Source: an optimization exercise on an open RTL-to-GDS flow (aim: small area, a short achievable clock period and few clock cycles). Production flows keep margins and buffers that such runs may drop.
At most, simulation tests tie the RTL to the original design; equivalence was not proved.
Power figures rest on the tool's default switching activity, not on a simulated workload.

Design booth_multiplier, start of the top module:
module booth_multiplier(clk, reset_n, multiplier, multiplicand, op_start, op_clear, op_done, result);
For scale: ~2300 cells after synthesis, roughly 260 I/O pins, roughly 24000 um^2 of cells after synthesis.
clock: 5.5 ns
lec_check: 0
abc_clock_period_in_ps: 2500
cap_margin: 20
core_margin: 2
core_utilization: 50
place_density: 0.65
setup_slack_margin: 2.5
slew_margin: 20
synth_hierarchical: 1
run.sh (not shown) runs the stock make flow with config.mk's settings and CLKGATE_MAP_FILE= SYNTH_SCRIPT=/design/flow/synth_recipe.tcl, a recipe that flattens the netlist after the stock synthesis.
The starting point went through all stages and came out clean.
Rerun with:
==> flow/flow/run.sh (new file) <==
#!/bin/bash
# The standard synthesis and layout, with the port buffers the standard flow's flow adds made from
# sky130_fd_sc_hd__buf_1 instead of the cell buffer_ports picks by itself.
set -euo pipefail
bash standard.sh synth > synth.log 2>&1
export BUFFER_PORTS_ARGS="-buffer_cell sky130_fd_sc_hd__buf_1"
bash standard.sh > layout.log 2>&1
==> flow/standard.sh (new file) <==
#!/bin/bash
# synth_recipe.tcl (not shown) runs the flow's synth.tcl, then flattens the netlist and writes it again
# the make line also repeats each setting of config.mk as NAME=value (left out here)
make -C /OpenROAD-flow-scripts/flow DESIGN_CONFIG=/design/flow/config.mk WORK_HOME=/design/flow/orfs CLKGATE_MAP_FILE= SYNTH_SCRIPT=/design/flow/synth_recipe.tcl "${@:-finish}"
Settings changed: SETUP_SLACK_MARGIN 2.5 to 3.0.
removed: flow/run.sh
Effect:
- setup slack gains 100 ps
- synthesized area does not change
- design area rises by a few percent
- register-to-register slack gains 100 ps
- count of clock-buffer cells in the layout falls by 3
- combinational power rises by a little under a tenth
- die area is unchanged
- non-clock buffer count rises by 83
- cell count rises by a few percent
- hold slack loses 120 ps
- utilization rises by 4.0 points
Rerun with:
==> flow/run.sh (new file) <==
#!/bin/bash
# synth_recipe.tcl (not shown) runs the flow's synth.tcl, then flattens the netlist and writes it again
# the make line also repeats each setting of config.mk as NAME=value (left out here)
make -C /OpenROAD-flow-scripts/flow DESIGN_CONFIG=/design/flow/config.mk WORK_HOME=/design/flow/orfs CLKGATE_MAP_FILE= SYNTH_SCRIPT=/design/flow/synth_recipe.tcl finish
removed: flow/flow/run.sh
removed: flow/standard.sh
Effect:
- The new run finished with timing, DRC and antenna clean
- non-clock buffer count decreases by 25
- wire length decreases by 1.6%
- global-route usage decreases by 0.27 points
- via count decreases by 1.8%
- die area is unchanged
- cell count decreases by 0.86%
- total power is about the same
- cell area increases by 2.8%
- synthesized cell count does not change
- fmax increases by 1.2%
Rerun with:
Settings changed: SETUP_SLACK_MARGIN 3.0 to not set.
- design area went down by about 11%
- maximum frequency drops by 23%
- non-clock buffer count went down by 98
- clock-buffer cell count went down by 9
- register-to-register slack gets worse by 850 ps
- sequential share of layout area came out higher by 2.2 points
- worst setup slack degrades by 850 ps
- wire length goes down by about 12%
Rerun with:
Settings changed: SETUP_SLACK_MARGIN set to 2.2.
=> The new run ran to the end with no violations. Setup slack improves by 480 ps. Area after synthesis does not change. Via count grows by 1.3%. Final cell count stays flat. Non-clock buffer count grows by 4. Die area does not change. Register-to-register slack improves by 480 ps. Global-route usage grows by 0.70 points. Total power grows by 0.39%.
No functional check of the RTL was part of any run of this note.

* * *

Another version of the RTL of booth_multiplier (not shown whole).
Size: ~2300 cells after synthesis, about 230 flip-flops, ~260 I/O pins, ~0.023 sq mm of cells after synthesis.
Settings: LEC_CHECK=0, ABC_CLOCK_PERIOD_IN_PS=2500, CAP_MARGIN=20, CORE_MARGIN=2, CORE_UTILIZATION=50, PLACE_DENSITY=0.65, SETUP_SLACK_MARGIN=2.5, SLEW_MARGIN=20, SYNTH_HIERARCHICAL=1; clock period 5.5 ns.
standard.sh (not shown) runs the stock make flow with config.mk's settings and CLKGATE_MAP_FILE= SYNTH_SCRIPT=/design/flow/synth_recipe.tcl, a recipe that flattens the netlist after the stock synthesis.
==> flow/flow/run.sh <==
#!/bin/bash
# The standard synthesis and layout, with the port buffers the standard flow's flow adds made from
# sky130_fd_sc_hd__buf_1 instead of the cell buffer_ports picks by itself.
set -euo pipefail
bash standard.sh synth > synth.log 2>&1
export BUFFER_PORTS_ARGS="-buffer_cell sky130_fd_sc_hd__buf_1"
bash standard.sh > layout.log 2>&1
Testbench counts at the start, summed over its fixed seeds: cycles 4,224.
Edit:
CTS_CLUSTER_DIAMETER = 50   (was not set)
CTS_CLUSTER_SIZE = 40   (was not set)
Sequential share of layout area decreases by 0.12 points.
Global-route usage increases by 0.11 points.
Die area stays the same.
Clock-buffer cell count decreases by 1.
Worst setup slack gets better by 0.017 ns.
Via count increases by 0.85%.
Combinational power stays flat.
Edit:
==> flow/run.sh (new file) <==
#!/bin/bash
# synth_recipe.tcl (not shown) runs the flow's synth.tcl, then flattens the netlist and writes it again
# the make line also repeats each setting of config.mk as NAME=value (left out here)
make -C /OpenROAD-flow-scripts/flow DESIGN_CONFIG=/design/flow/config.mk WORK_HOME=/design/flow/orfs CLKGATE_MAP_FILE= SYNTH_SCRIPT=/design/flow/synth_recipe.tcl finish
CTS_CLUSTER_DIAMETER = not set   (was 50)
CTS_CLUSTER_SIZE = not set   (was 40)
removed: flow/flow/run.sh
removed: flow/standard.sh
=> Synthesized area does not change. Sequential cell count is unchanged. Routed wire length grows by about 3%. Cell area grows by about 7%. Cell count is about the same. Synthesized cell count does not change. Count of clock-buffer cells in the layout grows by 4. Worst hold slack gets better by 0.16 ns. Clock power barely changes. Setup slack gets worse by 0.056 ns.
Edit:
==> flow/flow/run.sh (new file) <==
#!/bin/bash
# The standard synthesis and layout, with the port buffers the standard flow's flow adds made from
# sky130_fd_sc_hd__buf_1 instead of the cell buffer_ports picks by itself.
set -euo pipefail
bash standard.sh synth > synth.log 2>&1
export BUFFER_PORTS_ARGS="-buffer_cell sky130_fd_sc_hd__buf_1"
bash standard.sh > layout.log 2>&1
==> flow/standard.sh (new file) <==
#!/bin/bash
# synth_recipe.tcl (not shown) runs the flow's synth.tcl, then flattens the netlist and writes it again
# the make line also repeats each setting of config.mk as NAME=value (left out here)
make -C /OpenROAD-flow-scripts/flow DESIGN_CONFIG=/design/flow/config.mk WORK_HOME=/design/flow/orfs CLKGATE_MAP_FILE= SYNTH_SCRIPT=/design/flow/synth_recipe.tcl "${@:-finish}"
PLACE_DENSITY = 0.55   (was 0.65)
removed: flow/run.sh
After rerunning: Global-route usage grows by 0.75 points; synthesized area is unchanged; synthesized cell count stays the same; maximum frequency grows slightly; routed wire length grows by a few percent.

* * *

booth_multiplier again, from the RTL that the note above started with.
Design booth_multiplier, start of the top module:
module booth_multiplier(clk, reset_n, multiplier, multiplicand, op_start, op_clear, op_done, result);
	input clk, reset_n, op_start, op_clear;
	input [63:0] multiplier, multiplicand;
	output op_done;
	output [127:0] result;
	reg run, done;
	reg [3:0] cnt;
	reg [3:0] one, two, neg;  
	reg [65:0] S, C;         
	reg [7:0] L0, L1;       
	reg lc;                    
	reg [63:0] rlo;            
	assign op_done = done;
	assign result = {S[63:0], rlo};
	wire last = (cnt == 4'd8);
	wire step = run & ~last;
	always @(posedge clk or negedge reset_n) begin
		if (!reset_n) begin
			run <= 1'b0;
			done <= 1'b0;
		end else if (op_clear) begin
			run <= 1'b0;
			done <= 1'b0;
		end else if (!run) begin
			run <= op_start;
		end else if (last) begin
			done <= 1'b1;
		end
	end
	wire [3:0] m = run ? cnt + 4'd1 : 4'd0;
	wire [64:0] bx = {{0{multiplier[63]}}, multiplier, 1'b0};
	reg [8:0] chunk;
	integer i;
	always @(*) begin
		chunk = 9'd0;
		for (i = 0; i < 8; i = i + 1)
			if (m == i) chunk = bx[8*i +: 9];
	end
	reg [3:0] one_n, two_n, neg_n;
	always @(*) begin
		for (i = 0; i < 4; i = i + 1) begin
			one_n[i] = chunk[2*i+1] ^ chunk[2*i];
			two_n[i] = (chunk[2*i+2] & ~chunk[2*i+1] & ~chunk[2*i]) | (~chunk[2*i+2] & chunk[2*i+1] & chunk[2*i]);
			neg_n[i] = chunk[2*i+2];
		end
	end
	wire [64:0] ae = {multiplicand[63], multiplicand};
	wire [65:0] ae1 = {multiplicand[63], multiplicand, 1'b0};
	wire [65:0] pp0;
	assign pp0[64:0] = (({65{one[0]}} & ae) | ({65{two[0]}} & ae1[64:0])) ^ {65{neg[0]}};
	assign pp0[65] = ~pp0[64];
	wire [65:0] pp1;
	assign pp1[64:0] = (({65{one[1]}} & ae) | ({65{two[1]}} & ae1[64:0])) ^ {65{neg[1]}};
	assign pp1[65] = ~pp1[64];
	wire [65:0] pp2;
	assign pp2[64:0] = (({65{one[2]}} & ae) | ({65{two[2]}} & ae1[64:0])) ^ {65{neg[2]}};
	assign pp2[65] = ~pp2[64];
  ...
==> flow/config.mk <==
export PLATFORM = sky130hd
export DESIGN_NAME = booth_multiplier
export DESIGN_NICKNAME = booth_multiplier
export VERILOG_FILES = /design/flow/design.v
export SDC_FILE = /design/flow/constraint.sdc
export NUM_CORES = 4
export LEC_CHECK = 0
export ABC_CLOCK_PERIOD_IN_PS = 2500
export CAP_MARGIN = 20
export CORE_MARGIN = 2
export CORE_UTILIZATION = 50
export PLACE_DENSITY = 0.65
export SETUP_SLACK_MARGIN = 2.3
export SLEW_MARGIN = 20
export SYNTH_HIERARCHICAL = 1
==> flow/constraint.sdc <==
create_clock -name core_clock -period 5.5 [get_ports {clk}]
set_input_delay 1.1000 -clock core_clock [delete_from_list [all_inputs] [get_ports {clk}]]
set_output_delay 1.1000 -clock core_clock [all_outputs]
set_load 0.01 [all_outputs]
==> flow/flow/run.sh <==
#!/bin/bash
# The standard synthesis and layout, with the port buffers the standard flow's flow adds made from
# sky130_fd_sc_hd__buf_1 instead of the cell buffer_ports picks by itself.
set -euo pipefail
bash standard.sh synth > synth.log 2>&1
export BUFFER_PORTS_ARGS="-buffer_cell sky130_fd_sc_hd__buf_1"
bash standard.sh > layout.log 2>&1
The first run produced a clean layout.
Testbench counts at the start, summed over its fixed seeds: cycles 4,224.
Rerun with:
Settings changed: CORE_UTILIZATION 50 to 55, PLACE_DENSITY 0.65 to 0.75, SETUP_SLACK_MARGIN 2.3 to 2.5.
Via count came out higher by a few percent.
Design area came out higher by a few percent.
Worst hold slack is worse by 33 ps.
Die area came out lower by a little under a tenth.
Rerun with:
Settings changed: CORE_UTILIZATION 55 to 50, PLACE_DENSITY 0.75 to 0.65, SETUP_SLACK_MARGIN 2.5 to 2.6.
Power went up by 1.6%.
Global-route usage went down by 1.7 points.
Setup slack is better by 81 ps.
Count of clock-buffer cells in the layout went up by 13.
Combinational power stays flat.
Rerun with:
Settings changed: ABC_AREA set to 1, ABC_CLOCK_PERIOD_IN_PS 2500 to not set, SETUP_SLACK_MARGIN 2.6 to 2.7.
=>
- clock-buffer cell count goes down by 15
- synthesized cell count is higher by about 3.4%
- total power is higher by 4.4%
- global-route usage climbs by 0.61 points
Rerun with:
--- a/flow/flow/run.sh
+++ b/flow/flow/run.sh
@@ -3 +3,2 @@
-# sky130_fd_sc_hd__buf_1 instead of the cell buffer_ports picks by itself.
+# sky130_fd_sc_hd__buf_1 instead of the cell buffer_ports picks by itself, and ORFS's
+# power recovery (downsizing gates off the critical paths) after global routing.
@@ -6,0 +8 @@
+export RECOVER_POWER=50
Settings changed: ABC_AREA 1 to not set, ABC_CLOCK_PERIOD_IN_PS set to 2500, SETUP_SLACK_MARGIN 2.7 to 2.5.
The new run completed and failed the layout checks on capacitance limit, slew limit.
Via count shrinks by a few percent.
Register-to-register slack degrades by 830 ps.
Sequential power hardly moves.
Worst hold slack gains 8.4 ps.
Setup slack got worse by 830 ps.
Area after synthesis is higher by a few percent.
Cell count fell by a few percent.
Utilization decreases by 4.3 points.
Sequential cell count does not change.

==> what the ideal ports hide <==
No port has a modelled driver above. Below, the same layouts with a new extraction and two added sets of constraints.
Step 1: set_driving_cell puts a clkbuf_16 on clk and a buf_2 on each other input, an assumption about the parent block.
Step 2 times the ports against the registers' clock, not the clock port: input delays grow and output delays shrink by t, the midpoint of the rising clock arrivals with the driver on.
a / b / c = no drivers / after step 1 / after step 2; a / b = the first two.
run	t, ns	setup WS [ns]	worst setup path after step 2	worst slew at a driven data input, ns	cell pins on the clock port's net
the first run of note 1	0.614	2.562 / 2.562 / 2.562	register to register	0.10	1
the second run of note 1	0.615	2.666 / 2.666 / 2.666	register to register	0.12	1
the third run of note 1	0.614	2.700 / 2.700 / 2.517	input to register	0.11	1
the fourth run of note 1	0.612	1.853 / 1.853 / 1.853	register to register	0.10	1
the fifth run of note 1	0.614	2.330 / 2.330 / 2.330	register to register	0.11	1
the first run of note 2	0.623	2.550 / 2.550 / 1.934	input to register	0.11	1
the second run of note 2	0.641	2.567 / 2.529 / 1.888	input to register	0.11	1
the third run of note 2	0.641	2.511 / 2.511 / 1.877	input to register	0.10	1
the fourth run of note 2	0.633	2.549 / 2.581 / 1.949	input to register	0.10	1
the first run of note 3	0.613	2.382 / 2.382 / 1.811	input to register	0.10	1
the second run of note 3	0.632	2.509 / 2.481 / 1.849	input to register	0.10	1
the third run of note 3	0.628	2.590 / 2.577 / 1.949	input to register	0.11	1
the fourth run of note 3	0.633	2.630 / 2.632 / 2.011	input to register	0.09	1
the fifth run of note 3	0.622	1.798 / 1.798 / 1.798	register to register	0.11	1
The setup slack of the second run of note 2, which loses most, moves by -0.038 ns with the drivers and by -0.679 ns with both steps.
